What follows belongs to an exercise in optimizing a design on an open flow for small area; a production flow would make more cautious choices. Where RTL was checked, it was by simulation tests only, not by an equivalence proof against the original. Power is estimated from default activity; no workload was simulated.

// main
module main
(
  input clk_100M,
  input rst,
  input sign_in_0,
  input sign_in_1,
  output [3:0] r,
  output [3:0] g,
  output [3:0] b,
  output hs,
  output vs
);
Size in the first run: roughly 2,100 cells after synthesis, about 530 flip-flops, roughly 22,000 µm² of cells after synthesis.
Settings: LEC_CHECK=0, ABC_AREA=1, CAP_MARGIN=20, CORE_MARGIN=2, CORE_UTILIZATION=40, CTS_BUF_LIST=sky130_fd_sc_hd__clkbuf_8, CTS_CLUSTER_DIAMETER=80, CTS_CLUSTER_SIZE=16, SLEW_MARGIN=20; clock period 150.0 ns.
standard.sh (not shown) runs the stock make flow with config.mk's settings and CLKGATE_MAP_FILE= SYNTH_SCRIPT=/design/flow/synth_recipe.tcl, a recipe that flattens the netlist after the stock synthesis.
==> flow/flow/run.sh <==
#!/bin/bash
# Layout flow: the standard flow (standard.sh) with three changes:
#  - synthesis maps the logic with an area-oriented ABC script
#    (abc_area.script here) in place of ORFS's, which buffers and upsizes
#    for speed; the registers are the standard synthesis's;
#  - the port buffers are sky130_fd_sc_hd__buf_1 cells;
#  - clock tree synthesis uses clkbuf_8 cells in clusters of up to 16 sinks
#    and inserts no dummy loads.
# Each step's full output is in synth.log and layout.log here, and ORFS's
# own logs are under orfs/logs.
set -euo pipefail
here=$(pwd)
rm -rf "$here/scripts_own"
mkdir -p "$here/scripts_own"
cp -r "$FLOW_HOME/scripts/." "$here/scripts_own/"
cp "$here/flow/abc_area.script" "$here/scripts_own/abc_area.script"
export SCRIPTS_DIR="$here/scripts_own"
bash standard.sh synth > "$here/synth.log" 2>&1
bash standard.sh \
  "BUFFER_PORTS_ARGS=-buffer_cell sky130_fd_sc_hd__buf_1" \
  "CTS_ARGS=-sink_clustering_enable -repair_clock_nets -buf_list sky130_fd_sc_hd__clkbuf_8 -sink_clustering_size 16 -sink_clustering_max_diameter 80 -dont_use_dummy_load" \
  finish > "$here/layout.log" 2>&1
==> flow/flow/abc_area.script <==
strash
dch -f
amap
Change:
--- a/flow/design.v
+++ b/flow/design.v
@@ -38,20 +38,22 @@
 always @(posedge clk or negedge rst) begin
     if (!rst)
         dstate <= 2'd3;
     else if (st_a)
         dstate <= 2'd0;
     else if (last & ~dstate[1])
         dstate <= {dstate[0], ~dstate[0]};
 end
 always @(posedge clk) begin
-    mode_0 <= (st_a & low_0) | (~st_a & mode_0);
-    mode_1 <= (st_a & low_1) | (~st_a & mode_1);
+    if (st_a) begin
+        mode_0 <= low_0;
+        mode_1 <= low_1;
+    end
 end
 wire div_0 = (dstate == 2'd0) & mode_0;
 wire div_1 = (dstate == 2'd1) & mode_1;
 reg [6:0] rem_hi;
 wire [18:0] rem = {rem_hi, dec[31:20]};
 wire rem_sel = st_a | ~dstate[1];      
 wire [19:0] dvs = dec[19:0];
 localparam [27:0] NUM_REV = 28'h0485e00;
 wire abit = NUM_REV[step];
@@ -405,36 +407,40 @@
 wire h_first = (hg == 7'd126) & (hc == 3'd4);                   
 wire v_sync = (vg == 6'd2) & ~vl[3] & ~(vl[2] & (vl[1] | vl[0]));  
 wire v_last = (vg == 6'd60) & (vl == 4'd5);                     
 wire h_en = ce_25M | ~rst;                  
 wire h_ld = h_last | ~rst;                  
 wire hc_wr = (hc == 3'd6);
 wire [6:0] hg_nx = h_ld ? 7'd126 : hc_wr ? inc8({1'b0, hg}) : hg;
 wire [2:0] hc_nx = h_ld ? 3'd4 : hc_wr ? 3'd0 : inc8({5'd0, hc});
 always @(posedge clk) begin
-    hg <= ({7{h_en}} & hg_nx) | ({7{~h_en}} & hg);
-    hc <= ({3{h_en}} & hc_nx) | ({3{~h_en}} & hc);
+    if (h_en) begin
+        hg <= hg_nx;
+        hc <= hc_nx;
+    end
 end
 always @(posedge clk or negedge rst) begin
     if (!rst)
         hs <= 0;
     else if (ce_25M & ~h_last)
         hs <= ~h_sync;
 end
 wire hs_fall = ce_25M & hs & h_sync;
 wire v_en = hs_fall | ~rst;
 wire v_ld = v_last | ~rst;
 wire vl_wr = (vl == 4'd8);
 wire [5:0] vg_nx = v_ld ? 6'd2 : vl_wr ? inc8({2'b0, vg}) : vg;
 wire [3:0] vl_nx = v_ld ? 4'd3 : vl_wr ? 4'd0 : inc8({4'd0, vl});
 always @(posedge clk) begin
-    vg <= ({6{v_en}} & vg_nx) | ({6{~v_en}} & vg);
-    vl <= ({4{v_en}} & vl_nx) | ({4{~v_en}} & vl);
+    if (v_en) begin
+        vg <= vg_nx;
+        vl <= vl_nx;
+    end
 end
 always @(posedge clk or negedge rst) begin
     if (!rst)
         vs <= 0;
     else if (hs_fall & ~v_last)
         vs <= ~v_sync;
 end
 wire at_wrap = h_first & hs & v_last;      
 assign st_a = ce_25M & h_last & v_last;
Effect: The new run produced a clean layout; critical path depth went down by 2; core utilization barely changes; wire length went up by 0.85%; die area is lower by 0.35%; worst setup slack is better by 0.13 ns; clock power came out higher by about 2%; design area goes down by 0.33%; area after synthesis fell by 0.35%; global-route usage barely changes; fmax rises by 0.36%; cell count came out higher by 0.55%; register-to-register slack improved by 0.16 ns; combinational power is lower by 48%.
No functional check of the RTL was part of the first run of this note.

## port drivers added, routing unchanged
Ports are ideal in the flow. The routed layouts listed here were re-timed in OpenROAD. Step 1 assumes that a clkbuf_16 drives the clock port and a buf_2 every other input. Step 2 adds t to the input delays and takes it off the output delays; t is the mean of the earliest and latest rising clock arrival at the registers after step 1. Input paths then give back, and output paths get back, about the clock's delay inside the block. a / b / c = ideal ports / drivers / drivers and shift; a / b = the first two.
| run | t (ns) | slack for setup (ns) | hold slack, ns | cell pins on the clock port's net |
|---|---|---|---|---|
| the first run | 0.641 | 113.212 / 113.157 / 113.799 | 0.392 / 0.392 / 0.392 | 1 |
| the second run | 0.660 | 113.345 / 113.289 / 113.950 | 0.394 / 0.394 / 0.394 | 1 |
After both steps every run listed still meets setup and hold.
